Context: an optimization exercise on an open-source flow, tuned for small area. The choices shown serve that exercise and are no tape-out recipe.
Function was checked by simulation only, so behaviour that the tests miss may differ from the original.
No run shown here takes its clock network from TritonCTS; it comes from the design's own scripts or RTL.
The clock input has no modelled driver; a real chip could not lean on it and would need a root buffer or a full tree.
Power and IR drop assume default switching activity.

==> flow/design.v <==
 `timescale 1ns/10ps
module rx #(
    parameter CLK_FRQ=100000000,  
    parameter BAUD_RATE=115200,   
    parameter BYTE=8
) (
    input logic clk,
    input logic areset,
    input logic data_in,
    output logic rx_open,
    output logic rx_valid,
    output logic [BYTE-1:0] rx_saved
);
    logic prev_data_in;
    logic data_in_val;
    always_ff @(posedge clk) begin
        prev_data_in <= data_in;
        data_in_val <= (!data_in && prev_data_in);
    end
    localparam logic [9:0] QPOL = 10'h04a;
    logic [9:0] qs;
    logic [9:0] q;
    logic [9:0] q_step;
    assign q = qs ^ QPOL;
    assign q_step = {q[8], ~q[9],
                     q[6:5], ~(q[7] ^ q[6]),
                     q[3:0], ~(q[4] ^ q[2])};
    logic q_zero;
    assign q_zero = (q == 10'h000);
    logic b, o, v;
    logic [8:0] buf_q;
    logic armed, tick, full;
    assign armed = buf_q[8] | ~o;
    assign tick  = b & armed & q_zero;
    assign full  = buf_q[0];
    always_ff @(posedge clk) begin
        qs <= (b ? q_step : 10'h190) ^ QPOL;
        if (!b)
            buf_q <= {1'b0, buf_q[8:1]};
        else if (!armed)
            buf_q <= {q_zero, buf_q[8:1]};
        else if (tick && !full)
            buf_q <= {data_in, buf_q[8:1]};
    end
    always_ff @(posedge clk) begin
        if (areset)
            b <= 1'b0;
        else if (!b)
            b <= data_in_val;
        else
            b <= !(v || (tick && full && !data_in));
    end
    always_ff @(posedge clk or posedge areset) begin
        if (areset) begin
            o <= 1'b1;
            v <= 1'b0;
            rx_saved <= '0;
        end else begin
            if (!b) begin
                o <= 1'b1;
                v <= 1'b0;
            end else begin
                o <= v || (o && !tick);
                v <= v || (tick && full && data_in);
            end
            if (b && v)
                rx_saved <= buf_q[8:1];
        end
    end
    assign rx_open  = o;
    assign rx_valid = v & ~b;
endmodule
 `timescale 1ns/10ps
module tx #(
    parameter CLK_FRQ=100000000,  
    parameter BAUD_RATE=115200  
) (
    input logic clk,
    input logic areset,
    input logic data_loaded,
    input logic [7:0] data_in,
    output logic data_out,
    output logic tx_done,
    output logic tx_busy
);
    localparam logic [9:0] QPOL = 10'h0b5;
    logic [9:0] qs;
    logic [9:0] q;
    assign q = qs ^ QPOL;
    logic tick;
    assign tick = (q == 10'h000);
    always_ff @(posedge clk) begin
        if (areset)
            qs <= QPOL;
        else
            qs <= {q[8], ~q[9],
                   q[6:5], ~(q[7] ^ q[6]),
                   q[3:0], ~(q[4] ^ q[2])} ^ QPOL;
    end
    logic req;
    logic       mk;          
    logic [7:0] sd;          
    logic [8:0] sr;
    assign sr = {mk, sd};
    logic empty;
    assign empty = (sr == 9'd0);
    logic idle;
    assign idle = ~tx_busy & ~sr[8];
    always_ff @(posedge clk) begin
        if (areset) begin
            req <= 1'b0;
            mk <= 1'b0;
        end else begin
            req <= data_loaded || (req && !(tick && idle));
            if (tick) begin
                if (idle && req)
                    mk <= 1'b1;
                else if (tx_busy && !empty)
                    mk <= 1'b0;
            end
        end
    end
    always_ff @(posedge clk or posedge areset) begin
        if (areset) begin
            tx_busy <= 1'b0;
            tx_done <= 1'b0;
            data_out <= 1'b1;
        end else begin
            if (tick) begin
                tx_busy <= tx_busy ? !empty : sr[8];
                data_out <= tx_busy ? (empty || sr[0]) : !sr[8];
                if (idle && req) begin
                    tx_done <= 1'b0;
                end else if (tx_busy && empty) begin
                    tx_done <= 1'b1;
                end
            end
        end
    end
    always_ff @(posedge clk) begin
        if (tick && !(!tx_busy && mk))
            sd <= sr[8:1] | ({8{req && idle}} & data_in);
    end
endmodule
 `timescale 1ns/10ps
module uart #(
    parameter BYTE=8,
    parameter CLK_FRQ=100000000,  
    parameter BAUD_RATE=115200    
) (
    input logic clk,
    input logic areset,
    input logic data_in_rx,
    output logic tx_done,
    output logic tx_busy, 
    output logic rx_open,
    output logic rx_valid,
    output logic [BYTE-1:0] rx_saved,
    output logic data_out
);
    tx #(.CLK_FRQ(CLK_FRQ), .BAUD_RATE(BAUD_RATE)) uart_tx(
        .clk(clk),
        .areset(areset),
        .data_loaded(rx_valid),
        .data_in(rx_saved),
        .data_out(data_out),
        .tx_done(tx_done),
        .tx_busy(tx_busy)
    );
    rx #(.CLK_FRQ(CLK_FRQ), .BAUD_RATE(BAUD_RATE), .BYTE(BYTE)) uart_rx (
        .clk(clk),
        .areset(areset),
        .data_in(data_in_rx),
        .rx_open(rx_open),
        .rx_valid(rx_valid),
        .rx_saved(rx_saved)
    );
endmodule
==> flow/flow/run.sh <==
#!/bin/bash
# The standard layout (the standard.sh), with these changes:
#  - synthesis: the standard synthesis script, but abc maps the logic with
#    each of the area-oriented scripts abc_*.script and keeps the smallest
#    result (synth_wrap.tcl); registers are untouched;
#  - the port buffers are buf_1 cells (the smallest buffer);
#  - clock tree: cts.tcl drives the registers from three clkbuf_8 cells, each
#    at the centre of a third of the registers (split along x).
# Each step's full log is under orfs/logs; make's output is in standard.log.
set -euo pipefail
F=$PWD/flow
mkdir -p abc_stats
export ABC_STAT_DIR=$PWD/abc_stats
export ABC_SCRIPTS="$(ls $F/abc_*.script | tr '\n' ' ')"
printf 'source %s\nsource %s\n' "$F/synth_wrap.tcl" "$PWD/synth_recipe.tcl" > my_synth.tcl
sed "s#SYNTH_SCRIPT=[^ ]*#SYNTH_SCRIPT=$PWD/my_synth.tcl#" standard.sh > my_standard.sh
grep -q "SYNTH_SCRIPT=$PWD/my_synth.tcl" my_standard.sh
export BUFFER_PORTS_ARGS="-buffer_cell sky130_fd_sc_hd__buf_1"
export PRE_CTS_TCL=$F/cts.tcl
export ONE_CLK_BUF=sky130_fd_sc_hd__clkbuf_8 ONE_CLK_N=3 ONE_CLK_AXIS=0
bash my_standard.sh > standard.log 2>&1
==> flow/flow/abc_a1.script <==
strash
dch -f
map -a
==> flow/flow/abc_a8.script <==
strash
rewrite
refactor
balance
rewrite -z
refactor -z
rewrite -z
balance
dch -f
map -a
==> flow/flow/abc_b1.script <==
strash
dch -f
map -a
strash
dch -f
map -a
strash
dch -f
map -a
strash
dch -f
map -a
==> flow/flow/abc_b2.script <==
strash
&get -n
&deepsyn -T 20
&put
dch -f
map -a
==> flow/flow/abc_c2.script <==
strash
&get -n
&st
&dch -f
&nf -R 1000
&put
==> flow/flow/abc_c3.script <==
strash
&get -n
&deepsyn -T 30
&put
strash
rewrite
refactor
balance
rewrite -z
refactor -z
rewrite -z
balance
dch -f
map -a
==> flow/flow/cts.tcl <==
# Replace TritonCTS: split the registers into ONE_CLK_N groups by position
# (along x, then y) and drive each group from one clock buffer at its centre.
proc clock_tree_synthesis {args} {
  set block [ord::get_db_block]
  set dbu [$block getDbUnitsPerMicron]
  set net [$block findNet clk]
  set sinks {}
  foreach it [$net getITerms] {
    set bb [[$it getInst] getBBox]
    set x [expr {([$bb xMin] + [$bb xMax]) / 2.0 / $dbu}]
    set y [expr {([$bb yMin] + [$bb yMax]) / 2.0 / $dbu}]
    lappend sinks [list $x $y "[[$it getInst] getName]/[[$it getMTerm] getName]"]
  }
  set n [llength $sinks]
  set k $::env(ONE_CLK_N)
  if {$k == 4} {
    # 2 x 2: split by x, then each half by y
    set sx [lsort -real -index 0 $sinks]
    set h [expr {$n / 2}]
    set groups {}
    foreach half [list [lrange $sx 0 [expr {$h-1}]] [lrange $sx $h end]] {
      set sy [lsort -real -index 1 $half]
      set m [expr {[llength $sy] / 2}]
      lappend groups [lrange $sy 0 [expr {$m-1}]] [lrange $sy $m end]
    }
  } else {
    set sx [lsort -real -index $::env(ONE_CLK_AXIS) $sinks]
    set groups {}
    for {set g 0} {$g < $k} {incr g} {
      lappend groups [lrange $sx [expr {$g * $n / $k}] [expr {($g + 1) * $n / $k - 1}]]
    }
  }
  foreach grp $groups {
    set sx 0.0; set sy 0.0; set pins {}
    foreach s $grp {
      set sx [expr {$sx + [lindex $s 0]}]
      set sy [expr {$sy + [lindex $s 1]}]
      lappend pins [get_pins [lindex $s 2]]
    }
    set m [llength $grp]
    set r [insert_buffer -buffer_cell $::env(ONE_CLK_BUF) -net clk -load_pins $pins \
             -location [list [expr {$sx / $m}] [expr {$sy / $m}]] -buffer_name clkbuf_leaf -net_name clknet_leaf]
    set bi [$block findInst [get_full_name $r]]
    [[$bi findITerm X] getNet] setSigType CLOCK
    puts "clock buffer [$bi getName] drives $m sinks"
  }
  set_propagated_clock [all_clocks]
}
==> flow/flow/synth_wrap.tcl <==
# Sourced by my_synth.tcl (written by run.sh) before the standard
# synthesis script. It replaces abc's script: abc maps the combinational logic
# once per script in ABC_SCRIPTS and keeps the smallest result (standard-cell
# area by yosys stat). Registers are mapped before abc and are not touched.
proc abc {args} {
  set i [lsearch $args -script]
  set j [lsearch $args -liberty]
  set lib [lindex $args [expr {$j + 1}]]
  yosys design -save pre_abc
  set best -1
  set k 0
  foreach s $::env(ABC_SCRIPTS) {
    yosys design -load pre_abc
    set a [lreplace $args [expr {$i + 1}] [expr {$i + 1}] $s]
    yosys abc {*}$a
    set f $::env(ABC_STAT_DIR)/abc_area_$k.txt
    yosys tee -q -o $f stat -liberty $lib
    set area -1
    set fh [open $f]
    foreach line [split [read $fh] "\n"] {
      if {[regexp {Chip area[^:]*:\s*([0-9.eE+-]+)} $line -> x]} { set area $x }
    }
    close $fh
    puts "abc script $s: area $area"
    if {$area >= 0 && ($best < 0 || $area < $best)} {
      set best $area
      yosys design -save best_abc
      puts "abc: best so far"
    }
    incr k
  }
  yosys design -load best_abc
}
==> flow/standard.sh <==
#!/bin/bash
# synth_recipe.tcl (not shown) runs the flow's synth.tcl, then flattens the netlist and writes it again
# the make line also repeats each setting of config.mk as NAME=value (left out here)
make -C /OpenROAD-flow-scripts/flow DESIGN_CONFIG=/design/flow/config.mk WORK_HOME=/design/flow/orfs CLKGATE_MAP_FILE= SYNTH_SCRIPT=/design/flow/synth_recipe.tcl "${@:-finish}"
==> flow/config.mk <==
export PLATFORM = sky130hd
export DESIGN_NAME = uart
export DESIGN_NICKNAME = uart
export VERILOG_FILES = /design/flow/design.v
export SDC_FILE = /design/flow/constraint.sdc
export NUM_CORES = 4
export LEC_CHECK = 0
export CAP_MARGIN = 20
export CORE_MARGIN = 2
export CORE_UTILIZATION = 40
export SLEW_MARGIN = 20
==> flow/constraint.sdc <==
create_clock -name core_clock -period 10.0 [get_ports {clk}]
set_input_delay 2.0000 -clock core_clock [delete_from_list [all_inputs] [get_ports {clk}]]
set_output_delay 2.0000 -clock core_clock [all_outputs]
set_load 0.01 [all_outputs]
==> results of run 1 <==
## per-stage QoR
| step | instance area [µm²] | power (mW) |
|---|---|---|
| after floorplan | 1887 | 0.2553 |
| after global placement | 2008 | 0.2597 |
| after detailed placement | 2008 | 0.2610 |
| after CTS | 2049 | 0.3386 |
| after global routing | 2049 | 0.3492 |
| final | 2049 | 0.3349 |
## registers in the layout, summed over array words and instances (netlist names)
signal                flops
uart_tx.mk                1
uart_rx.buf_q             9
uart_rx.rx_saved          8
uart_rx.v                 1
uart_rx.b                 1
uart_tx.tx_done           1
uart_rx.o                 1
uart_tx.req               1
uart_rx.prev_data_in      1
uart_tx.qs               10
uart_rx.data_in_val       1
uart_tx.tx_busy           1
uart_tx.data_out          1
uart_rx.qs               10
uart_tx.sd                8
## how the worst min path moves through the flow
stage	start	endpoint	slack, ns	depth (start not counted)
after global placement	uart_tx.qs[3]	uart_tx.qs[4]	0.37	1
after detailed placement	uart_rx.qs[5]	uart_rx.qs[6]	0.38	1
after global routing	uart_rx.qs[9]	uart_rx.qs[8]	0.41	1
after floorplan	uart_rx.qs[9]	uart_rx.qs[8]	0.37	1
after CTS	uart_tx.qs[6]	uart_tx.qs[7]	0.40	1
final	uart_tx.qs[6]	uart_tx.qs[7]	0.40	1
## layer usage
layer  part of all wire  GRT usage
met1               0.48     0.1825
met2               0.47     0.2263
met3              0.032   0.009669
met4              0.013    0.01646
met5                  0          0
## final cells by class, clock buffers not listed
type	count	area, µm²
sequential	55	1329
multi-input combinational	94	471.7
timing repair buffer	15	56.30
fill	422	2395
tap	52	65.06
inverter	23	86.33
## report_power, final
part           switching [mW]  total [mW]  internal (mW)
logic                 0.00907      0.0140        0.00490
registers             0.00415       0.242          0.238
clock network          0.0513      0.0793         0.0279
total                  0.0645       0.335          0.270
## kinds of logic (layout without fill, tap and decap cells)
| family | after synthesis | count (layout) | share of synthesized area |
|---|---|---|---|
| multiplexers | 4 | 4 | 0.02387 |
| buffers and inverters | 23 | 41 | 0.04575 |
| AND/OR/NAND/NOR | 68 | 68 | 0.1492 |
| flip-flops | 55 | 55 | 0.7042 |
| adder cells (fa/ha/maj) | 2 | 2 | 0.01326 |
| AO/OA/AOI/OAI | 20 | 20 | 0.06367 |
## layout by cell type (no fill, tap or decap)
cell type,count
edfxtp_1,16
o21bai_1,3
o211ai_1,1
buf_1,15
nor4_1,1
a21o_2,2
nand4_1,2
dfstp_2,2
clkbuf_8,3
nor2_1,23
nand3b_1,1
and2_2,1
nand2_1,32
o22ai_1,1
mux2_2,4
dfrtp_1,11
clkinv_1,23
or2_2,1
nand3_1,3
ha_1,2
a21oi_1,8
dfxtp_1,26
nor3_1,4
a31oi_1,1
o21ai_0,4
==> flow_summary.toml, run 1 <==
[outcome]
status = "finished clean"

[power_and_ir_drop]
powerDensity_nw_per_um2 = 163.4
power_leakage_nw = 0.8271
vdd_drop_max_mv = 0.08908

[synth]
postSynthCellCount = 172
ys_types = 23
synthArstFlopShare = 0.2364
yosysSeqAreaShare = 0.7042
yosysWarnings = 2
syn_nets = 177
yosysTopAreaCell = "dfxtp_1"
yosys_register_bits = 55
synth_edf_count = 16
avgSynthCellArea_um2 = 10.97
netlist_area_um2 = 1887
synth-main-ff-cell = "dfxtp_1"
synth_top_cells_by_count = "32 x nand2_1, 26 x dfxtp_1, 23 x clkinv_1, 23 x nor2_1, 16 x edfxtp_1"
synth_area_leaders = "dfxtp_1 28%, edfxtp_1 25%, dfrtp_1 15%, nand2_1 6.4%, clkinv_1 4.6%"
yosysMostFrequentCell = "nand2_1"
yosysTopAreaCellShare = 0.2759

[finish]
diodes = 0
areaGrowthSynthToFinish_pct = 8.621
fin_nets = 197
drive_above_1_share = 0.06842
fin_util = 0.4611
final_cells = 242

[floorplan]
die_h_um = 72.68
die_w_um = 72.68
dieArea_um2 = 5282
rows = 24
initial_core_util = 0.4245
ioPinCount = 16
core_area_um2 = 4444

[setup_path]
worst_path_max_delay_cell = "clkinv_1"
cp_num_buf_inv = 2
r2r_cells = 10
required_ns = 10.05
r2r-start = "uart_tx.qs[6]"
critPathCaptureType = "flip-flop"
worst-path-stages = 4
r2r_end = "uart_tx.sd[4]"
critPathKind = "in -> reg"
crit_chain = "buf_1, clkinv_1, o211ai_1, a21oi_1"
cp-endpoint = "uart_rx.b"
critPathMaxFanout = 18
cp.arrival_ns = 3.17
start_kind = "input pin"
cp_top_family = "buffers and inverters"
r2r_setup_slack_ns = 8.21
max_stage_delay_ns = 0.58
startpoint = "areset"

[min_path]
min_path_type = "reg -> reg"

[timing]
finClkSkew_ns = 0.006143
setup_slack_ns = 6.883
period_needed_ns = 3.117
rsz0062_at_grt = "no"
tightest_slew_ns = 0.5909
slew_headroom = 0.6037
fin_crit_sh = 0.3117
setup_viol = 0
finalHoldViolCount = 0
max_freq_ghz = 0.3209
hold_slack_ns = 0.3957
setup_tns_ns = 0
slew_violations = 0

[cts]
ctsHoldBuffers = 0
clk_latency_ns = 0.16
cts_resized = 0
post_cts_buffers = 0
path_clk_slew_ns = 0.10

[placement]
pre_cts_ws_ns = 6.657
dp_hpwl_mm = 2.368
post-place-cells = 239
io_buffers = 15
gp_congestion = 0.7694

[run]
max_cap_violations = 0

[global_route]
antenna_found_initial = 0
grtUsageTotal = 0.1295
grt_overflow = 0
grt_max_degree = 20
grt_pass1_wl_mm = 5.685
grt_pass1_vias = 1222

[route]
vias = 1184
drc = 0
wl_per_cell_um = 12.68
finalWirelength_mm = 3.069
dr.pass1.iters = 4
drtIter0Drc = 81
postRouteAntennaNets = 0
vias_per_cell = 4.893
==> inputs of run 2 (changes only) <==
--- a/flow/flow/run.sh
+++ b/flow/flow/run.sh
@@ -4,8 +4,9 @@
 #    each of the area-oriented scripts abc_*.script and keeps the smallest
 #    result (synth_wrap.tcl); registers are untouched;
 #  - the port buffers are buf_1 cells (the smallest buffer);
-#  - clock tree: cts.tcl drives the registers from three clkbuf_8 cells, each
-#    at the centre of a third of the registers (split along x).
+#  - clock tree: cts.tcl drives the registers from three inv_6 cells, each at
+#    the centre of a third of the registers (split along x), fed by one inv_2
+#    root inverter on clk, so each register sees clk through two inverters.
 # Each step's full log is under orfs/logs; make's output is in standard.log.
 set -euo pipefail
 F=$PWD/flow
@@ -17,5 +18,5 @@
 grep -q "SYNTH_SCRIPT=$PWD/my_synth.tcl" my_standard.sh
 export BUFFER_PORTS_ARGS="-buffer_cell sky130_fd_sc_hd__buf_1"
 export PRE_CTS_TCL=$F/cts.tcl
-export ONE_CLK_BUF=sky130_fd_sc_hd__clkbuf_8 ONE_CLK_N=3 ONE_CLK_AXIS=0
+export ROOT_INV=sky130_fd_sc_hd__inv_2 LEAF_INV=sky130_fd_sc_hd__inv_6 ONE_CLK_N=3
 bash my_standard.sh > standard.log 2>&1
==> flow/flow/cts.tcl (replaced) <==
# Replace TritonCTS: clk -> one root inverter -> ONE_CLK_N leaf inverters,
# each driving the registers of one group (split along x), so every register
# sees clk through two inversions.
proc mk_inst {block master name x y} {
  set m [[ord::get_db] findMaster $master]
  set inst [odb::dbInst_create $block $m $name]
  set dbu [$block getDbUnitsPerMicron]
  $inst setLocation [expr {int($x * $dbu)}] [expr {int($y * $dbu)}]
  $inst setPlacementStatus PLACED
  return $inst
}
proc clock_tree_synthesis {args} {
  set block [ord::get_db_block]
  set dbu [$block getDbUnitsPerMicron]
  set net [$block findNet clk]
  set sinks {}
  set ax 0.0; set ay 0.0
  foreach it [$net getITerms] {
    set bb [[$it getInst] getBBox]
    set x [expr {([$bb xMin] + [$bb xMax]) / 2.0 / $dbu}]
    set y [expr {([$bb yMin] + [$bb yMax]) / 2.0 / $dbu}]
    set ax [expr {$ax + $x}]; set ay [expr {$ay + $y}]
    lappend sinks [list $x $y $it]
  }
  set n [llength $sinks]
  set k $::env(ONE_CLK_N)
  set root [mk_inst $block $::env(ROOT_INV) clkinv_root [expr {$ax / $n}] [expr {$ay / $n}]]
  set rnet [odb::dbNet_create $block clknet_root]
  $rnet setSigType CLOCK
  [$root findITerm A] connect $net
  [$root findITerm Y] connect $rnet
  set sx [lsort -real -index 0 $sinks]
  for {set g 0} {$g < $k} {incr g} {
    set grp [lrange $sx [expr {$g * $n / $k}] [expr {($g + 1) * $n / $k - 1}]]
    set gx 0.0; set gy 0.0
    foreach s $grp { set gx [expr {$gx + [lindex $s 0]}]; set gy [expr {$gy + [lindex $s 1]}] }
    set m [llength $grp]
    set leaf [mk_inst $block $::env(LEAF_INV) clkinv_leaf_$g [expr {$gx / $m}] [expr {$gy / $m}]]
    set lnet [odb::dbNet_create $block clknet_leaf_$g]
    $lnet setSigType CLOCK
    [$leaf findITerm A] connect $rnet
    [$leaf findITerm Y] connect $lnet
    foreach s $grp {
      set it [lindex $s 2]
      $it disconnect
      $it connect $lnet
    }
    puts "clock inverter clkinv_leaf_$g drives $m sinks"
  }
  set_propagated_clock [all_clocks]
}
==> run 2 against run 1 <==
Still clean on timing, DRC and antenna. Fmax up 1.8%. Worst hold slack about the same. Critical path depth unchanged. Area after synthesis unchanged. Flip-flop and latch count unchanged. Clock skew up 0.0033 ns. Via count down 0.42%. Setup slack better by 0.055 ns. First-iteration DRC count down 1.2%. Largest cell class unchanged.
==> flow_summary.toml, run 2 <==
[cts]
post_cts_buffers = 0
path_clk_slew_ns = 0.11
clk_latency_ns = 0.22
cts_resized = 0
ctsHoldBuffers = 0

[finish]
finalInstanceArea_um2 = 2038
reg_top3 = "uart_rx.qs x10, uart_tx.qs x10, uart_rx.buf_q x9"
fin_nets = 198
layout_commonest_cell = "nand2_1"
drive_above_1_share = 0.07330
layout_common_cells = "32 x nand2_1, 26 x dfxtp_1, 23 x clkinv_1, 23 x nor2_1, 16 x edfxtp_1"
final_cells = 243
fin_util = 0.4586
areaGrowthSynthToFinish_pct = 8.024
diodes = 0

[route]
drc = 0
drtIter0Drc = 80
postRouteAntennaNets = 0
dr.pass1.iters = 6
vias = 1179
vias_per_cell = 4.852
wl_per_cell_um = 12.65
finalWirelength_mm = 3.075

[synth]
yosysTopAreaCell = "dfxtp_1"
postSynthCellCount = 172
synth-main-ff-cell = "dfxtp_1"
synth_top_cells_by_count = "32 x nand2_1, 26 x dfxtp_1, 23 x clkinv_1, 23 x nor2_1, 16 x edfxtp_1"
ys_types = 23
yosysTopAreaCellShare = 0.2759
yosysSeqAreaShare = 0.7042
yosysWarnings = 2
netlist_area_um2 = 1887
yosys_register_bits = 55
avgSynthCellArea_um2 = 10.97
yosysMostFrequentCell = "nand2_1"
syn_nets = 177
synth_edf_count = 16
synthArstFlopShare = 0.2364
synth_area_leaders = "dfxtp_1 28%, edfxtp_1 25%, dfrtp_1 15%, nand2_1 6.4%, clkinv_1 4.6%"

[global_route]
grt_pass1_wl_mm = 5.727
grt_max_degree = 20
grtUsageTotal = 0.1309
grt_pass1_vias = 1228
grt_overflow = 0
antenna_found_initial = 0

[timing]
finalHoldViolCount = 0
setup_viol = 0
period_needed_ns = 3.062
slew_violations = 0
max_freq_ghz = 0.3266
tightest_slew_ns = 0.5907
rsz0062_at_grt = "no"
fin_crit_sh = 0.3062
finClkSkew_ns = 0.009458
slew_headroom = 0.6038
setup_tns_ns = 0

[setup_path]
critPathMaxFanout = 18
start_kind = "input pin"
cp_num_buf_inv = 2
required_ns = 10.10
crit_chain = "buf_1, clkinv_1, o211ai_1, a21oi_1"
cp_top_family = "buffers and inverters"
max_stage_delay_ns = 0.58
worst-path-stages = 4
cp.arrival_ns = 3.17
r2r_setup_slack_ns = 8.21
r2r_cells = 10
r2r_end = "uart_tx.sd[0]"
critPathKind = "in -> reg"
critPathCaptureType = "flip-flop"
r2r-start = "uart_tx.qs[6]"
worst_path_max_delay_cell = "clkinv_1"

[floorplan]
die_h_um = 72.68
dieArea_um2 = 5282
die_w_um = 72.68
initial_core_util = 0.4245
rows = 24
core_area_um2 = 4444
ioPinCount = 16

[run]
max_cap_violations = 0

[placement]
io_buffers = 15
placed_area_um2 = 2008
dp_hpwl_mm = 2.368
post-place-cells = 239
gp_congestion = 0.7694

[min_path]
min_path_type = "reg -> reg"
min_from = "uart_tx.qs[6]"
whs_endpoint = "uart_tx.qs[7]"
holdPathStages = 1

[power_and_ir_drop]
total_power_uw = 331.5
vdd_drop_max_mv = 0.08920
powerDensity_nw_per_um2 = 162.7
power_leakage_nw = 0.8234

[outcome]
status = "finished clean"
run 2: how the worst max path moves through the flow:
| stage | to | start |
|---|---|---|
| after floorplan | uart_rx.b | areset |
| after global placement | uart_rx.b | areset |
| after detailed placement | uart_rx.b | areset |
| after CTS | uart_rx.b | areset |
| after global routing | uart_rx.b | areset |
| final | uart_rx.b | areset |
run 2: area by class of cell:
class / count / area, µm²
Tap cell: 52 / 65.06
Multi-Input combinational cell: 94 / 471.7
Fill cell: 425 / 2406
Sequential cell: 55 / 1329
Inverter: 27 / 116.4
Timing Repair Buffer: 15 / 56.30
run 2: cells by family (layout without fill, tap and decap cells):
logic type | count (synthesis) | after routing | synth area share
AOI/OAI and AO/OA | 20 | 20 | 0.06367
and+or+nand+nor | 68 | 68 | 0.1492
DFF | 55 | 55 | 0.7042
buffers and inverters | 23 | 42 | 0.04575
adders and majority gates | 2 | 2 | 0.01326
muxes | 4 | 4 | 0.02387
run 2: per-stage QoR:
| stage | setup slack [ns] | hold slack (ns) |
|---|---|---|
| global route | 6.773 | 0.4140 |
| floorplan | 7.279 | 0.3663 |
| finish | 6.938 | 0.3956 |
| global placement | 6.724 | 0.3691 |
| detailed placement | 6.657 | 0.3765 |
| CTS | 6.903 | 0.4027 |
run 2: power by group:
part	internal (mW)	switching, mW	leakage [nW]
registers	0.238	0.00416	0.560
logic	0.00490	0.00908	0.245
clock network	0.00868	0.0671	0.0178
total	0.251	0.0804	0.823
run 2: metal layers:
layer  vias to the layer above  global-route usage  routed length (µm)  share of wire
met2                        18              0.2283                1459           0.47
met1                       557              0.1825                1470           0.48
met3                         4             0.01381                 106          0.034
met4                         0             0.01646                  39          0.013
met5                         -                   0                   0              0
li1                        600                   -                   -              -
==> inputs of run 3 (changes only) <==
--- a/flow/design.v
+++ b/flow/design.v
@@ -29,18 +29,14 @@
     assign q_zero = (q == 10'h000);
     logic b, o, v;
     logic [8:0] buf_q;
-    logic armed, tick, full;
-    assign armed = buf_q[8] | ~o;
-    assign tick  = b & armed & q_zero;
-    assign full  = buf_q[0];
+    logic a, tick, full;
+    assign a    = b & (buf_q[8] | ~o);
+    assign tick = a & q_zero;
+    assign full = buf_q[0];
     always_ff @(posedge clk) begin
         qs <= (b ? q_step : 10'h190) ^ QPOL;
-        if (!b)
-            buf_q <= {1'b0, buf_q[8:1]};
-        else if (!armed)
-            buf_q <= {q_zero, buf_q[8:1]};
-        else if (tick && !full)
-            buf_q <= {data_in, buf_q[8:1]};
+        if (!a || (q_zero && !full))
+            buf_q <= {a ? data_in : q_zero, buf_q[8:1]};
     end
     always_ff @(posedge clk) begin
         if (areset)
==> run 3 against run 2 <==
Synthesized cell count shrank 2.3%. Die area decreased by 0.93%. First-iteration DRC count shrank 56%. Wire length shrank 1.9%. Largest cell class unchanged. Area after synthesis shrank 0.99%. Fmax shrank 1.1%. Final area fell by 0.55%.
==> flow_summary.toml, run 3 <==
[outcome]
status = "finished clean"

[global_route]
grt_pass1_wl_mm = 5.161
grtUsageTotal = 0.1180
grt_overflow = 0
grt_max_degree = 20
antenna_found_initial = 0
grt_pass1_vias = 1199

[power_and_ir_drop]
p_int_uw = 251.8
power_frac_comb = 0.042
power_leakage_nw = 0.8035
powerDensity_nw_per_um2 = 164.0
p_sw_frac = 0.2425
seqPwrFrac = 0.729
vdd_drop_max_mv = 0.08118
power_frac_clock = 0.228
power.switching_uw = 80.61

[timing]
setup_slack_ns = 6.903
fin_crit_sh = 0.3098
max_freq_ghz = 0.3228
slew_headroom = 0.4633
finClkSkew_ns = 0.007369
setup_tns_ns = 0
tightest_slew_ns = 0.8051
rsz0062_at_grt = "no"
slew_violations = 0
period_needed_ns = 3.098
setup_viol = 0
finalHoldViolCount = 0

[min_path]
min_path_type = "reg -> reg"
min_from = "uart_tx.qs[3]"

[finish]
areaGrowthSynthToFinish_pct = 8.506
fin_nets = 195
drive_above_1_share = 0.05319
layout_common_cells = "28 x nor2_1, 25 x dfxtp_1, 20 x clkinv_1, 20 x nand2_1, 17 x edfxtp_1"
n_fill_cell = 410
final_cells = 240
reg_top3 = "uart_rx.qs x10, uart_tx.qs x10, uart_rx.buf_q x9"
fin_util = 0.4592
diodes = 0
layout_commonest_cell = "nor2_1"

[placement]
pre_cts_ws_ns = 6.585
post-place-cells = 236
gp_congestion = 0.8114
dp_hpwl_mm = 2.233
io_buffers = 15

[synth]
synth_edf_count = 17
netlist_area_um2 = 1868
yosysWarnings = 2
yosysSeqAreaShare = 0.7167
ys_types = 19
synth-main-ff-cell = "dfxtp_1"
yosysTopAreaCell = "edfxtp_1"
synthArstFlopShare = 0.2364
synth_area_leaders = "edfxtp_1 27%, dfxtp_1 27%, dfrtp_1 15%, nor2_1 5.6%, a21oi_1 4.0%"
yosysTopAreaCellShare = 0.2733
yosys_register_bits = 55
avgSynthCellArea_um2 = 11.12
postSynthCellCount = 168
syn_nets = 173
yosysMostFrequentCell = "nor2_1"
synth_top_cells_by_count = "28 x nor2_1, 25 x dfxtp_1, 20 x clkinv_1, 20 x nand2_1, 17 x edfxtp_1"

[setup_path]
cp_num_buf_inv = 2
worst_path_max_delay_cell = "clkinv_1"
max_stage_delay_ns = 0.59
startpoint = "areset"
critPathCaptureType = "flip-flop"
start_kind = "input pin"
critPathKind = "in -> reg"
r2r-start = "uart_tx.qs[6]"
critPathMaxFanout = 18
required_ns = 10.12
cp_top_family = "buffers and inverters"
crit_chain = "buf_1, clkinv_1, o211ai_1, nor2_1"
cp.arrival_ns = 3.21

[route]
drc = 0
finalWirelength_mm = 3.017
vias_per_cell = 4.996
dr.pass1.iters = 4
postRouteAntennaNets = 0
wl_per_cell_um = 12.57
drtIter0Drc = 35
vias = 1199

[cts]
post_cts_buffers = 0
cts_resized = 0
ctsHoldBuffers = 0
path_clk_slew_ns = 0.12
clk_latency_ns = 0.22

[floorplan]
core_area_um2 = 4414
rows = 24
initial_core_util = 0.4232
ioPinCount = 16
dieArea_um2 = 5233
die_h_um = 72.34
die_w_um = 72.34

[run]
max_cap_violations = 0
[run 3: changes by cell type after synthesis, sizes merged, moves of 2 or more]
cell    previous run  this run
o21bai             3         7
nor2              23        28
nand2             32        20
a21o               2         0
clkinv            23        20
mux2               4         0
a21oi              8        15
o21ai              4         6
nor4               1         3
[run 3: power groups by stage]
stage / Clock [mW] / Sequential, mW / Combinational, mW
final: 0.0759 / 0.242 / 0.0141
after global routing: 0.0887 / 0.243 / 0.0165
after CTS: 0.0811 / 0.242 / 0.0144
after detailed placement: 0 / 0.247 / 0.0144
after global placement: 0 / 0.247 / 0.0138
after floorplan: 0 / 0.247 / 0.00911
[run 3: layer usage]
metal / part of all wire / GRT usage
met5: 0 / 0
met4: 0.0040 / 0.008386
met3: 0.041 / 0.01389
met2: 0.48 / 0.2151
met1: 0.48 / 0.1575
[run 3: final timing paths]
kind                       slack (ns)  cells after the start               to
max                              6.90                      4        uart_rx.b
max reg2reg                      8.05                      6    uart_tx.sd[7]
min in group asynchronous        1.89                      2  uart_tx.tx_done
min reg2reg                      0.40                      1    uart_tx.qs[4]
min                              0.40                      1    uart_tx.qs[4]
max in group asynchronous        7.77                      2        uart_rx.o
[run 3: metrics by stage]
step / instance area (µm²) / hold WS (ns) / power (mW)
3_5_place_dp: 1997 / 0.3783 / 0.2617
6_report: 2027 / 0.3968 / 0.3324
2_1_floorplan: 1868 / 0.3582 / 0.2563
5_1_grt: 2027 / 0.4256 / 0.3484
3_3_place_gp: 1997 / 0.3694 / 0.2607
4_1_cts: 2027 / 0.4001 / 0.3380
[run 3: layout make-up]
cell class | instances | area [µm²] | area share
inverters | 24 | 105.1 | 0.05185
repair buffers | 16 | 63.81 | 0.03148
flip-flops and latches | 55 | 1339 | 0.6605
multi-input cells | 93 | 454.2 | 0.2241
well taps | 52 | 65.06 | 0.03210
[run 3: kinds of logic (layout without fill, tap and decap cells)]
logic type / count (synthesis) / in the layout / share of synthesized area
buffers and inverters: 20 / 40 / 0.04019
AOI/OAI and AO/OA: 30 / 30 / 0.09310
adders and majority gates: 2 / 2 / 0.01339
and+or+nand+nor: 61 / 61 / 0.1366
DFF: 55 / 55 / 0.7167
==> inputs of run 4 (changes only) <==
--- a/flow/design.v
+++ b/flow/design.v
@@ -108,12 +108,8 @@
             mk <= 1'b0;
         end else begin
             req <= data_loaded || (req && !(tick && idle));
-            if (tick) begin
-                if (idle && req)
-                    mk <= 1'b1;
-                else if (tx_busy && !empty)
-                    mk <= 1'b0;
-            end
+            if (tick)
+                mk <= !tx_busy && (mk || req);
         end
     end
     always_ff @(posedge clk or posedge areset) begin
@@ -121,21 +117,18 @@
             tx_busy <= 1'b0;
             tx_done <= 1'b0;
             data_out <= 1'b1;
-        end else begin
-            if (tick) begin
-                tx_busy <= tx_busy ? !empty : sr[8];
-                data_out <= tx_busy ? (empty || sr[0]) : !sr[8];
-                if (idle && req) begin
-                    tx_done <= 1'b0;
-                end else if (tx_busy && empty) begin
-                    tx_done <= 1'b1;
-                end
-            end
+        end else if (tick) begin
+            tx_busy <= tx_busy ? !empty : mk;
+            data_out <= tx_busy ? (empty || sd[0]) : !mk;
+            if (tx_busy && empty)
+                tx_done <= 1'b1;
+            else if (idle && req)
+                tx_done <= 1'b0;
         end
     end
     always_ff @(posedge clk) begin
-        if (tick && !(!tx_busy && mk))
-            sd <= sr[8:1] | ({8{req && idle}} & data_in);
+        if (tick && (tx_busy || !mk))
+            sd <= sr[8:1] | ({8{req && !tx_busy}} & data_in);
     end
 endmodule
  `timescale 1ns/10ps
==> run 4 against run 3 <==
Clock power fell by 0.8%. Critical path type unchanged. Combinational power barely moved. Largest power group unchanged. Die area increased by 0.18%. Area after synthesis grew 0.20%. Global-route usage fell by 0.74 points. Highest routed layer unchanged. Final area shrank 0.19%. Register-to-register slack got worse by 0.16 ns. Final cell count rose by 0.83%. Worst hold slack better by 0.0019 ns. Critical endpoint unchanged. Total power fell by 0.19%.
==> flow_summary.toml, run 4 <==
[outcome]
status = "finished clean"

[timing]
slew_headroom = 0.4999
fin_crit_sh = 0.3031
tightest_slew_ns = 0.7452
finalHoldViolCount = 0
setup_tns_ns = 0
hold_slack_ns = 0.3987
period_needed_ns = 3.031
rsz0062_at_grt = "no"
setup_slack_ns = 6.969
finClkSkew_ns = 0.006428
max_freq_ghz = 0.3299
setup_viol = 0
slew_violations = 0

[finish]
n_fill_cell = 411
final_cells = 242
layout_common_cells = "28 x nor2_1, 25 x dfxtp_1, 24 x clkinv_1"
reg_top3 = "uart_rx.qs x10, uart_tx.qs x10, uart_rx.buf_q x9"
fin_util = 0.4552
diodes = 0
finalInstanceArea_um2 = 2023
areaGrowthSynthToFinish_pct = 8.088
drive_above_1_share = 0.04737
layout_commonest_cell = "nor2_1"
fin_nets = 197

[global_route]
grt.met1_usage = 0.1557
grt_max_degree = 20
grt_pass1_wl_mm = 4.761
antenna_found_initial = 0
grt_overflow = 0
grtUsageTotal = 0.1106
grt_busiest_layer = "met2"
grt_use_met3 = 0.01528
gr-usage-met2 = 0.1886
grt_pass1_vias = 1033

[setup_path]
critPathCaptureType = "flip-flop"
cp.arrival_ns = 3.14
critPathKind = "in -> reg"
start_kind = "input pin"
required_ns = 10.11
r2r_cells = 12
critPathMaxFanout = 18

[route]
dr.pass1.iters = 4
drc = 0
postRouteAntennaNets = 0
vias_per_cell = 4.764
vias = 1153
drtIter0Drc = 92
finalWirelength_mm = 2.881
wl_per_cell_um = 11.90

[synth]
yosysSeqAreaShare = 0.7152
yosysTopAreaCellShare = 0.2727
synth_edf_count = 17
synth-main-ff-cell = "dfxtp_1"
postSynthCellCount = 171
yosysMostFrequentCell = "nor2_1"
yosysTopAreaCell = "edfxtp_1"
ys_types = 19
syn_nets = 176
synth_top_cells_by_count = "28 x nor2_1, 25 x dfxtp_1, 24 x clkinv_1, 22 x nand2_1, 17 x edfxtp_1"
avgSynthCellArea_um2 = 10.95
yosys_register_bits = 55
synth_area_leaders = "edfxtp_1 27%, dfxtp_1 27%, dfrtp_1 15%, nor2_1 5.6%, clkinv_1 4.8%"
yosysWarnings = 2
synthArstFlopShare = 0.2364
netlist_area_um2 = 1872

[floorplan]
rows = 24
initial_core_util = 0.4212
ioPinCount = 16
die_w_um = 72.41
die_h_um = 72.41
core_area_um2 = 4444
dieArea_um2 = 5242

[cts]
cts_resized = 0
path_clk_slew_ns = 0.11
clk_latency_ns = 0.22
ctsHoldBuffers = 0
post_cts_buffers = 0

[min_path]
holdPathStages = 1
min_path_type = "reg -> reg"

[placement]
gp_congestion = 0.7886
post-place-cells = 238
io_buffers = 15
pre_cts_ws_ns = 6.642
placed_area_um2 = 1993
dp_hpwl_mm = 2.174

[power_and_ir_drop]
power_leakage_nw = 0.8078
vdd_drop_max_mv = 0.06538
total_power_uw = 331.8
powerDensity_nw_per_um2 = 164.0

[run]
max_cap_violations = 0
==> run 4: final cells by class <==
type,instances,area (µm²),share of cell area
well taps,52,65.06,0.03216
repair buffers,15,56.30,0.02783
multi-input cells,92,442.9,0.2189
flip-flops and latches,55,1339,0.6617
inverters,28,120.1,0.05937
==> run 4: final timing paths <==
path                                    end     startpoint  slack, ns
max                               uart_rx.b         areset       6.97
min                           uart_tx.qs[4]  uart_tx.qs[3]       0.40
max reg2reg                 uart_tx.tx_done  uart_tx.qs[6]       7.89
min reg2reg                   uart_tx.qs[4]  uart_tx.qs[3]       0.40
max in group asynchronous  uart_tx.data_out         areset       7.81
min in group asynchronous   uart_tx.tx_busy         areset       1.87
==> run 4: cell families (layout without fill, tap and decap cells) <==
kind of cell             count (synthesis)  after routing  share of synthesized area
AND/OR/NAND/NOR                         62             62                     0.1370
flip-flops                              55             55                     0.7152
AO/OA/AOI/OAI                           28             28                    0.08623
buffers and inverters                   24             43                    0.04813
adder cells (fa/ha/maj)                  2              2                    0.01337
==> run 4: worst max-delay path, stage by stage <==
cell      delay (ns)
buf_1           0.26
clkinv_1        0.56
o211ai_1        0.25
nor2_1          0.07
==> run 4: power breakdown <==
group	switching (mW)	internal (mW)	total, mW
Sequential	0.00439	0.238	0.243
Clock	0.0667	0.00862	0.0753
Combinational	0.00883	0.00496	0.0138
==> run 4: metal layers <==
layer / part of all wire / up-vias / routed length [µm]
met5: 0 / - / 0
met4: 0.0073 / 0 / 21
met3: 0.040 / 4 / 115
li1: - / 599 / -
met2: 0.46 / 16 / 1323
met1: 0.49 / 534 / 1421
==> inputs of run 5 (changes only) <==
--- a/flow/design.v
+++ b/flow/design.v
@@ -96,6 +96,9 @@
     logic req;
     logic       mk;          
     logic [7:0] sd;          
+    localparam logic [7:0] DPOL = 8'haa;
+    logic [7:0] sds;
+    assign sd = sds ^ DPOL;
     logic [8:0] sr;
     assign sr = {mk, sd};
     logic empty;
@@ -128,7 +131,7 @@
     end
     always_ff @(posedge clk) begin
         if (tick && (tx_busy || !mk))
-            sd <= sr[8:1] | ({8{req && !tx_busy}} & data_in);
+            sds <= (sr[8:1] | ({8{req && !tx_busy}} & data_in)) ^ DPOL;
     end
 endmodule
  `timescale 1ns/10ps
==> run 5 against run 4 <==
Die area down 1.0%. Clock power is 2% lower. Utilization is 0.14 points lower. Register-to-register slack hardly changed. Flip-flop and latch count unchanged. Sequential share of layout area is 0.66 points higher. Fmax down 0.75%. Total power down 0.66%. Final cell count decreased by 2.9%. Synthesized cell count is 4.1% lower. Largest power group unchanged.
==> flow_summary.toml, run 5 <==
[global_route]
grt.met1_usage = 0.1746
gr-usage-met2 = 0.2047
grt_pass1_vias = 1113
grt_max_degree = 20
antenna_found_initial = 0
grt_use_met3 = 0.01667
grt_busiest_layer = "met2"
grt_overflow = 0
grt_pass1_wl_mm = 5.237
grtUsageTotal = 0.1214

[setup_path]
r2r_setup_slack_ns = 7.88
r2r_cells = 13
r2r-start = "uart_tx.qs[6]"
required_ns = 10.11
cp-endpoint = "uart_rx.b"
r2r_end = "uart_tx.req"
cp.arrival_ns = 3.17
startpoint = "areset"
start_kind = "input pin"
critPathMaxFanout = 18
critPathKind = "in -> reg"
critPathCaptureType = "flip-flop"

[timing]
slew_headroom = 0.5121
rsz0062_at_grt = "no"
setup_slack_ns = 6.946
max_freq_ghz = 0.3274
slew_violations = 0
hold_slack_ns = 0.3947
finClkSkew_ns = 0.01316
tightest_slew_ns = 0.7269
setup_tns_ns = 0
setup_viol = 0
finalHoldViolCount = 0
fin_crit_sh = 0.3054
period_needed_ns = 3.054

[min_path]
min_path_type = "reg -> reg"
holdPathStages = 1
min_from = "uart_rx.qs[3]"

[finish]
regArea_um2 = 1339
final_cells = 235
fin_nets = 190
areaGrowthSynthToFinish_pct = 8.176
multi_input_area_um2 = 434.2
fin_util = 0.4538
drive_above_1_share = 0.06557
reg_top3 = "uart_rx.qs x10, uart_tx.qs x10, uart_rx.buf_q x9"
layout_common_cells = "25 x nor2_1, 25 x dfxtp_1, 21 x clkinv_1, 21 x nand2_1, 17 x edfxtp_1"
diodes = 0
finalInstanceArea_um2 = 2003
n_fill_cell = 425

[synth]
synthArstFlopShare = 0.2364
syn_nets = 169
yosys_register_bits = 55
synth_top_cells_by_count = "25 x dfxtp_1, 25 x nor2_1, 21 x clkinv_1, 21 x nand2_1, 17 x edfxtp_1"
yosysTopAreaCellShare = 0.2757
yosysSeqAreaShare = 0.7230
synth_edf_count = 17
postSynthCellCount = 164
yosysTopAreaCell = "edfxtp_1"
netlist_area_um2 = 1852
synth-main-ff-cell = "dfxtp_1"
ys_types = 20
synth_area_leaders = "edfxtp_1 28%, dfxtp_1 27%, dfrtp_1 15%, nor2_1 5.1%, clkinv_1 4.3%"
avgSynthCellArea_um2 = 11.29
yosysWarnings = 2

[cts]
ctsHoldBuffers = 0
path_clk_slew_ns = 0.10
clk_latency_ns = 0.22
cts_resized = 0
post_cts_buffers = 0

[floorplan]
ioPinCount = 16
rows = 24
core_area_um2 = 4414
dieArea_um2 = 5190
die_w_um = 72.04
initial_core_util = 0.4195
die_h_um = 72.04

[route]
postRouteAntennaNets = 0
finalWirelength_mm = 3.049
wl_per_cell_um = 12.97
drtIter0Drc = 42
vias_per_cell = 4.847
vias = 1139
drc = 0
dr.pass1.iters = 4

[placement]
io_buffers = 15
gp_congestion = 0.7824
dp_hpwl_mm = 2.318
placed_area_um2 = 1973
pre_cts_ws_ns = 6.674
post-place-cells = 231

[power_and_ir_drop]
seqPwrFrac = 0.735
power_frac_comb = 0.041
powerDensity_nw_per_um2 = 164.5
p_int_uw = 251.4
total_power_uw = 329.6
power_leakage_nw = 0.7956
vdd_drop_max_mv = 0.1109
p_sw_frac = 0.2371
power.switching_uw = 78.15
power_frac_clock = 0.224

[run]
max_cap_violations = 0

[outcome]
status = "finished clean"
-- run 5: critical path, stage by stage --
cell	delay, ns
buf_1	0.26
clkinv_1	0.57
o211ai_1	0.26
nor2_1	0.07
-- run 5: power groups by stage --
stage | clock network, mW | logic [mW] | registers [mW]
2_1_floorplan | 0 | 0.00862 | 0.247
3_3_place_gp | 0 | 0.0131 | 0.247
3_5_place_dp | 0 | 0.0139 | 0.247
4_1_cts | 0.0788 | 0.0139 | 0.242
5_1_grt | 0.0878 | 0.0158 | 0.243
6_report | 0.0738 | 0.0134 | 0.242
-- run 5: worst min-delay path by stage --
stage / endpoint / slack, ns
2_1_floorplan: uart_rx.qs[4] / 0.36
6_report: uart_rx.qs[4] / 0.39
3_3_place_gp: uart_rx.qs[7] / 0.37
4_1_cts: uart_rx.qs[4] / 0.40
3_5_place_dp: uart_rx.qs[1] / 0.38
5_1_grt: uart_rx.qs[4] / 0.42
-- run 5: layer usage --
| layer | vias to the layer above | share of wire | routed length (µm) |
|---|---|---|---|
| met5 | - | 0 | 0 |
| met4 | 0 | 0.0092 | 28 |
| met3 | 4 | 0.041 | 126 |
| met2 | 18 | 0.47 | 1437 |
| met1 | 537 | 0.48 | 1456 |
| li1 | 580 | - | - |
-- run 5: area by class of cell --
| type | count | share of cell area |
|---|---|---|
| sequential | 55 | 0.6683 |
| multi-input combinational | 88 | 0.2167 |
| inverter | 25 | 0.05434 |
| tap | 52 | 0.03248 |
| timing repair buffer | 15 | 0.02811 |
-- run 5: kinds of logic (layout without fill, tap and decap cells) --
family                   Yosys count  after routing  share of synthesized area
AND/OR/NAND/NOR                   57             57                     0.1291
AO/OA/AOI/OAI                     26             26                    0.07365
adder cells (fa/ha/maj)            2              2                    0.01351
flip-flops                        55             55                     0.7230
multiplexers                       3              3                    0.01824
buffers and inverters             21             40                    0.04257
==> inputs of run 6 (changes only) <==
--- a/flow/design.v
+++ b/flow/design.v
@@ -86,12 +86,9 @@
     logic tick;
     assign tick = (q == 10'h000);
     always_ff @(posedge clk) begin
-        if (areset)
-            qs <= QPOL;
-        else
-            qs <= {q[8], ~q[9],
-                   q[6:5], ~(q[7] ^ q[6]),
-                   q[3:0], ~(q[4] ^ q[2])} ^ QPOL;
+        qs <= {q[8], ~q[9] & ~areset,
+               q[6:5], ~(q[7] ^ q[6]) & ~areset,
+               q[3], q[2] & ~areset, q[1:0], ~(q[4] ^ q[2]) & ~areset} ^ QPOL;
     end
     logic req;
     logic       mk;          
--- a/flow/flow/run.sh
+++ b/flow/flow/run.sh
@@ -6,7 +6,9 @@
 #  - the port buffers are buf_1 cells (the smallest buffer);
 #  - clock tree: cts.tcl drives the registers from three inv_6 cells, each at
 #    the centre of a third of the registers (split along x), fed by one inv_2
-#    root inverter on clk, so each register sees clk through two inverters.
+#    root inverter on clk, so each register sees clk through two inverters;
+#    a leaf whose registers' clock slew (placement estimate) is over 115 ps
+#    is upsized to inv_8.
 # Each step's full log is under orfs/logs; make's output is in standard.log.
 set -euo pipefail
 F=$PWD/flow
@@ -19,4 +21,5 @@
 export BUFFER_PORTS_ARGS="-buffer_cell sky130_fd_sc_hd__buf_1"
 export PRE_CTS_TCL=$F/cts.tcl
 export ROOT_INV=sky130_fd_sc_hd__inv_2 LEAF_INV=sky130_fd_sc_hd__inv_6 ONE_CLK_N=3
+export LEAF_SLEW_LIMIT=0.115 LEAF_INV_BIG=sky130_fd_sc_hd__inv_8
 bash my_standard.sh > standard.log 2>&1
--- a/flow/flow/cts.tcl
+++ b/flow/flow/cts.tcl
@@ -48,4 +48,23 @@
     puts "clock inverter clkinv_leaf_$g drives $m sinks"
   }
   set_propagated_clock [all_clocks]
+  estimate_parasitics -placement
+  for {set g 0} {$g < $k} {incr g} {
+    set leaf [$block findInst clkinv_leaf_$g]
+    set worst 0.0
+    foreach it [[[$leaf findITerm Y] getNet] getITerms] {
+      if {[$it isInputSignal]} {
+        set p [get_pins "[[$it getInst] getName]/[[$it getMTerm] getName]"]
+        foreach key {slew_max_rise slew_max_fall} {
+          set s [get_property $p $key]
+          if {$s > $worst} { set worst $s }
+        }
+      }
+    }
+    puts "clkinv_leaf_$g worst clock-pin slew (placement estimate) $worst"
+    if {$worst > $::env(LEAF_SLEW_LIMIT)} {
+      replace_cell [get_cells clkinv_leaf_$g] $::env(LEAF_INV_BIG)
+      puts "clkinv_leaf_$g upsized to $::env(LEAF_INV_BIG)"
+    }
+  }
 }
--- a/flow/config.mk
+++ b/flow/config.mk
@@ -7,5 +7,5 @@
 export LEC_CHECK = 0
 export CAP_MARGIN = 20
 export CORE_MARGIN = 2
-export CORE_UTILIZATION = 40
+export CORE_UTILIZATION = 55
 export SLEW_MARGIN = 20
==> run 6 against run 5 <==
Fmax is 1.2% higher. Highest routed layer unchanged. Still clean on timing, DRC and antenna. Synthesized cell count is 4.9% lower. Setup slack better by 0.035 ns.
==> flow_summary.toml, run 6 <==
[setup_path]
cp.arrival_ns = 1.02
r2r-start = "uart_tx.qs[5]"
crit_chain = "nor2_1, buf_1"
r2r_cells = 7
r2r_end = "uart_tx.req"
critPathMaxFanout = 10
cp_top_family = "flip-flops"
max_stage_delay_ns = 0.53
cp_num_buf_inv = 1
start_kind = "flip-flop"
required_ns = 8.00
worst_path_max_delay_cell = "dfxtp_1"
r2r_setup_slack_ns = 7.83
critPathCaptureType = "primary output"
critPathKind = "reg -> out"

[placement]
gp_congestion = 0.7813
pre_cts_ws_ns = 6.865
post-place-cells = 216
dp_hpwl_mm = 2.034
io_buffers = 15

[synth]
synth_edf_count = 17
synthArstFlopShare = 0.2364
avgSynthCellArea_um2 = 11.77
synth-main-ff-cell = "dfxtp_1"
yosysSeqAreaShare = 0.7289
yosysMostFrequentCell = "dfxtp_1"
yosysWarnings = 2
postSynthCellCount = 156
yosysTopAreaCellShare = 0.2779
yosys_register_bits = 55
synth_top_cells_by_count = "25 x dfxtp_1, 22 x clkinv_1, 20 x nand2_1, 17 x a21oi_1, 17 x edfxtp_1"
netlist_area_um2 = 1837
ys_types = 19
syn_nets = 161
synth_area_leaders = "edfxtp_1 28%, dfxtp_1 27%, dfrtp_1 15%, a21oi_1 4.6%, clkinv_1 4.5%"
yosysTopAreaCell = "edfxtp_1"

[floorplan]
rows = 20
die_h_um = 61.79
core_area_um2 = 3103
initial_core_util = 0.5919
ioPinCount = 16
dieArea_um2 = 3818
die_w_um = 61.79

[timing]
fin_crit_sh = 0.3019
setup_tns_ns = 0
rsz0062_at_grt = "no"
setup_slack_ns = 6.981
slew_violations = 0
slew_headroom = 0.3428
setup_viol = 0
period_needed_ns = 3.019
finClkSkew_ns = 0.01487
finalHoldViolCount = 0
max_freq_ghz = 0.3312
tightest_slew_ns = 0.9858

[route]
finalWirelength_mm = 2.715
drtIter0Drc = 58
postRouteAntennaNets = 0
vias = 1105
drc = 0
vias_per_cell = 5.023
wl_per_cell_um = 12.34
dr.pass1.iters = 4

[finish]
layout_common_cells = "25 x dfxtp_1, 22 x clkinv_1, 20 x nand2_1"
fin_util = 0.6407
areaGrowthSynthToFinish_pct = 8.243
drive_above_1_share = 0.08523
reg_top3 = "uart_rx.qs x10, uart_tx.qs x10, uart_rx.buf_q x9"
fin_nets = 183
layout_commonest_cell = "dfxtp_1"
final_cells = 220
diodes = 0

[power_and_ir_drop]
power_leakage_nw = 0.7892
total_power_uw = 350.2
powerDensity_nw_per_um2 = 176.1
vdd_drop_max_mv = 0.09505

[global_route]
grt_overflow = 0
grt_pass1_vias = 1056
grt_max_degree = 20
antenna_found_initial = 0
grtUsageTotal = 0.1547
grt_pass1_wl_mm = 4.560

[cts]
cts_resized = 0
path_clk_slew_ns = 0.11
ctsHoldBuffers = 0
post_cts_buffers = 0
clk_latency_ns = 0.23

[min_path]
holdPathStages = 0
whs_endpoint = "uart_tx.qs[9]"
min_path_type = "reg -> reg"
min_from = "uart_tx.qs[8]"

[outcome]
status = "finished clean"

[run]
max_cap_violations = 0
## run 6: cell count changes in the layout (fill, tap and decap cells not counted), moves of 2 or more
| cell | delta |
|---|---|
| nor2_1 | -9 |
| a21oi_1 | +2 |
| mux2_2 | +2 |
| nand3_1 | -2 |
## run 6: cell families (layout without fill, tap and decap cells)
logic type	count (synthesis)	count (layout)	synth area share
DFF	55	55	0.7289
adders and majority gates	2	2	0.01362
and+or+nand+nor	47	47	0.1124
muxes	5	5	0.03065
AOI/OAI and AO/OA	25	25	0.06948
buffers and inverters	22	42	0.04496
## run 6: layer usage
layer | track usage | wire length (µm) | up-vias | share of wire
li1 | - | - | 563 | -
met1 | 0.2085 | 1300 | 527 | 0.48
met2 | 0.2767 | 1311 | 13 | 0.48
met3 | 0.02070 | 85 | 2 | 0.031
met4 | 0.01824 | 19 | 0 | 0.0070
met5 | 0 | 0 | - | 0
## run 6: how the worst max path moves through the flow
| stage | start | end | slack (ns) | depth (start not counted) |
|---|---|---|---|---|
| 5_1_grt | uart_rx.b | rx_valid | 6.88 | 2 |
| 6_report | uart_rx.b | rx_valid | 6.98 | 2 |
| 4_1_cts | uart_rx.b | rx_valid | 6.94 | 2 |
| 2_1_floorplan | areset | uart_rx.b | 7.33 | 3 |
| 3_3_place_gp | areset | uart_rx.b | 6.93 | 4 |
| 3_5_place_dp | areset | uart_rx.b | 6.86 | 4 |
## run 6: power by group
group / total, mW / switching, mW / internal (mW)
combinational: 0.0226 / 0.0138 / 0.00881
clock: 0.0754 / 0.0660 / 0.00939
sequential: 0.252 / 0.00623 / 0.246
## run 6: final cells by class
cell class	count	area (µm²)
well taps	44	55.05
inverters	26	115.1
repair buffers	16	63.81
multi-input cells	79	415.4
fillers	281	1115
flip-flops and latches	55	1339
## run 6: worst reg2reg max path, delay by kind of cell (launching register included)
kind,cells,cell delay (ns)
buffers and inverters,1,0.07
AND/OR/NAND/NOR,4,0.70
AO/OA/AOI/OAI,2,1.00
flip-flops,1,0.32
## run 6: metrics by stage
stage | hold slack, ns | cell area [µm²]
6_report | 0.3671 | 1988
5_1_grt | 0.3816 | 1988
4_1_cts | 0.3787 | 1988
3_5_place_dp | 0.3588 | 1956
3_3_place_gp | 0.3389 | 1956
2_1_floorplan | 0.3317 | 1837
==> inputs of run 7 (changes only) <==
--- a/flow/flow/run.sh
+++ b/flow/flow/run.sh
@@ -4,6 +4,9 @@
 #    each of the area-oriented scripts abc_*.script and keeps the smallest
 #    result (synth_wrap.tcl); registers are untouched;
 #  - the port buffers are buf_1 cells (the smallest buffer);
+#  - the resizer may swap cells of other footprints (MATCH_CELL_FOOTPRINT=0)
+#    and recovers power (RECOVER_POWER=100), which downsizes gates that the
+#    timing does not need;
 #  - clock tree: cts.tcl drives the registers from three inv_6 cells, each at
 #    the centre of a third of the registers (split along x), fed by one inv_2
 #    root inverter on clk, so each register sees clk through two inverters;
@@ -16,7 +19,7 @@
 export ABC_STAT_DIR=$PWD/abc_stats
 export ABC_SCRIPTS="$(ls $F/abc_*.script | tr '\n' ' ')"
 printf 'source %s\nsource %s\n' "$F/synth_wrap.tcl" "$PWD/synth_recipe.tcl" > my_synth.tcl
-sed "s#SYNTH_SCRIPT=[^ ]*#SYNTH_SCRIPT=$PWD/my_synth.tcl#" standard.sh > my_standard.sh
+sed -e "s#SYNTH_SCRIPT=[^ ]*#SYNTH_SCRIPT=$PWD/my_synth.tcl MATCH_CELL_FOOTPRINT=0 RECOVER_POWER=100#" standard.sh > my_standard.sh
 grep -q "SYNTH_SCRIPT=$PWD/my_synth.tcl" my_standard.sh
 export BUFFER_PORTS_ARGS="-buffer_cell sky130_fd_sc_hd__buf_1"
 export PRE_CTS_TCL=$F/cts.tcl
==> run 7 against run 6 <==
Highest routed layer unchanged. Clock power barely moved. Sequential power about the same. Fmax hardly changed. Die area is the same. Wire length about the same. Clock skew barely moved. Synthesized cell count unchanged. Worst hold slack about the same.
==> flow_summary.toml, run 7 <==
[outcome]
status = "finished clean"

[synth]
netlist_area_um2 = 1837
yosysTopAreaCell = "edfxtp_1"
yosysMostFrequentCell = "dfxtp_1"
postSynthCellCount = 156
ys_types = 19
syn_nets = 161
avgSynthCellArea_um2 = 11.77
yosysTopAreaCellShare = 0.2779
synth_edf_count = 17
synth-main-ff-cell = "dfxtp_1"
yosysSeqAreaShare = 0.7289
synth_area_leaders = "edfxtp_1 28%, dfxtp_1 27%, dfrtp_1 15%, a21oi_1 4.6%, clkinv_1 4.5%"
yosys_register_bits = 55
synth_top_cells_by_count = "25 x dfxtp_1, 22 x clkinv_1, 20 x nand2_1, 17 x a21oi_1, 17 x edfxtp_1"
yosysWarnings = 2
synthArstFlopShare = 0.2364

[timing]
setup_viol = 0
slew_violations = 0
hold_slack_ns = 0.3671
finClkSkew_ns = 0.01482
setup_slack_ns = 6.981
period_needed_ns = 3.019
tightest_slew_ns = 0.9858
slew_headroom = 0.3428
max_freq_ghz = 0.3312
fin_crit_sh = 0.3019
finalHoldViolCount = 0
setup_tns_ns = 0
rsz0062_at_grt = "no"

[cts]
post_cts_buffers = 0
cts_resized = 0
ctsHoldBuffers = 0
clk_latency_ns = 0.23
path_clk_slew_ns = 0.11

[power_and_ir_drop]
total_power_uw = 349.5
vdd_drop_max_mv = 0.09666
powerDensity_nw_per_um2 = 176.1
power_leakage_nw = 0.7844

[setup_path]
critPathCaptureType = "primary output"
max_stage_delay_ns = 0.53
cp_num_buf_inv = 1
r2r_cells = 7
worst-path-stages = 2
critPathKind = "reg -> out"
required_ns = 8.00
critPathMaxFanout = 10
start_kind = "flip-flop"
cp_top_family = "flip-flops"
crit_chain = "nor2_1, buf_1"
cp.arrival_ns = 1.02
worst_path_max_delay_cell = "dfxtp_1"

[global_route]
grt_overflow = 0
antenna_found_initial = 0
grtUsageTotal = 0.1547
grt_pass1_wl_mm = 4.560
grt_pass1_vias = 1056
grt_max_degree = 20

[min_path]
min_path_type = "reg -> reg"
holdPathStages = 0

[floorplan]
initial_core_util = 0.5919
ioPinCount = 16
die_h_um = 61.79
rows = 20
core_area_um2 = 3103
dieArea_um2 = 3818
die_w_um = 61.79

[route]
postRouteAntennaNets = 0
dr.pass1.iters = 4
drtIter0Drc = 58
wl_per_cell_um = 12.34
vias_per_cell = 5.050
finalWirelength_mm = 2.714
drc = 0
vias = 1111

[finish]
diodes = 0
drive_above_1_share = 0.06818
fin_nets = 183
reg_top3 = "uart_rx.qs x10, uart_tx.qs x10, uart_rx.buf_q x9"
fin_util = 0.6395
layout_common_cells = "25 x dfxtp_1, 22 x clkinv_1, 20 x nand2_1"
final_cells = 220
layout_commonest_cell = "dfxtp_1"
areaGrowthSynthToFinish_pct = 8.038
finalInstanceArea_um2 = 1984

[placement]
post-place-cells = 216
dp_hpwl_mm = 2.034
gp_congestion = 0.7813
io_buffers = 15
pre_cts_ws_ns = 6.865
placed_area_um2 = 1956

[run]
max_cap_violations = 0
-- run 7: cell counts after synthesis --
Identical to the previous run, type by type.
-- run 7: cell type report --
| cell class | instances | area, µm² |
|---|---|---|
| Fill cell | 282 | 1119 |
| Inverter | 26 | 115.1 |
| Multi-Input combinational cell | 79 | 415.4 |
| Sequential cell | 55 | 1339 |
| Tap cell | 44 | 55.05 |
| Timing Repair Buffer | 16 | 60.06 |
-- run 7: power by group --
group | internal [mW] | switching [mW]
sequential | 0.245 | 0.00625
combinational | 0.00879 | 0.0138
clock | 0.00939 | 0.0659
total | 0.264 | 0.0860
-- run 7: cell families after synthesis --
kind of cell,Yosys count,synth area share
flip-flops,55,0.7289
AND/OR/NAND/NOR,47,0.1124
AO/OA/AOI/OAI,25,0.06948
buffers and inverters,22,0.04496
multiplexers,5,0.03065
adder cells (fa/ha/maj),2,0.01362
-- run 7: path summary, 6_finish.rpt --
check,startpoint,to,slack (ns)
max in group asynchronous,areset,uart_tx.data_out,7.89
hold / removal,uart_tx.qs[8],uart_tx.qs[9],0.37
hold reg to reg,uart_tx.qs[8],uart_tx.qs[9],0.37
setup reg to reg,uart_tx.qs[5],uart_tx.req,7.83
min in group asynchronous,areset,uart_rx.v,1.79
setup / recovery,uart_rx.b,rx_valid,6.98
-- run 7: per-layer routing --
metal,vias to the layer above,share of wire,track usage
li1,562,-,-
met4,0,0.0070,0.01824
met1,532,0.48,0.2085
met3,2,0.032,0.02070
met5,-,0,0
met2,15,0.48,0.2767

[afterwards: timing with drivers on the ports]
Ports are ideal in the flow. The routed layouts listed here were re-timed in OpenROAD. Step 1, drivers: a clkbuf_16 drives clk and a buf_2 each remaining input, both assumed. Step 2 moves the port delays by t, midway between the first and last clock arrival at a register: inputs arrive t later, outputs are due t later. That takes back most of the time a late clock gives input paths. Slacks: no drivers / after step 1 / after step 2; pairs: no drivers / after step 1.
run | t (ns) | slack for setup (ns) | hold slack, ns | worst setup path at the end | cell pins on the clock port's net
run 1 | 0.200 | 6.883 / 6.900 / 6.700 | 0.396 / 0.396 / 0.396 | input to register | 3
run 2 | 0.238 | 6.938 / 6.934 / 6.702 | 0.396 / 0.396 / 0.396 | input to register | 1
run 3 | 0.242 | 6.903 / 6.903 / 6.661 | 0.397 / 0.397 / 0.397 | input to register | 1
run 4 | 0.239 | 6.969 / 6.964 / 6.732 | 0.399 / 0.399 / 0.399 | input to register | 1
run 5 | 0.240 | 6.946 / 6.939 / 6.705 | 0.395 / 0.395 / 0.395 | input to register | 1
run 6 | 0.246 | 6.981 / 6.953 / 6.927 | 0.367 / 0.367 / 0.367 | input to register | 1
run 7 | 0.246 | 6.981 / 6.953 / 6.925 | 0.367 / 0.367 / 0.367 | input to register | 1
After both steps every run listed still meets setup and hold. The setup slack of run 3, which loses most, moves by 0.000 ns with the drivers and by -0.242 ns with both steps.
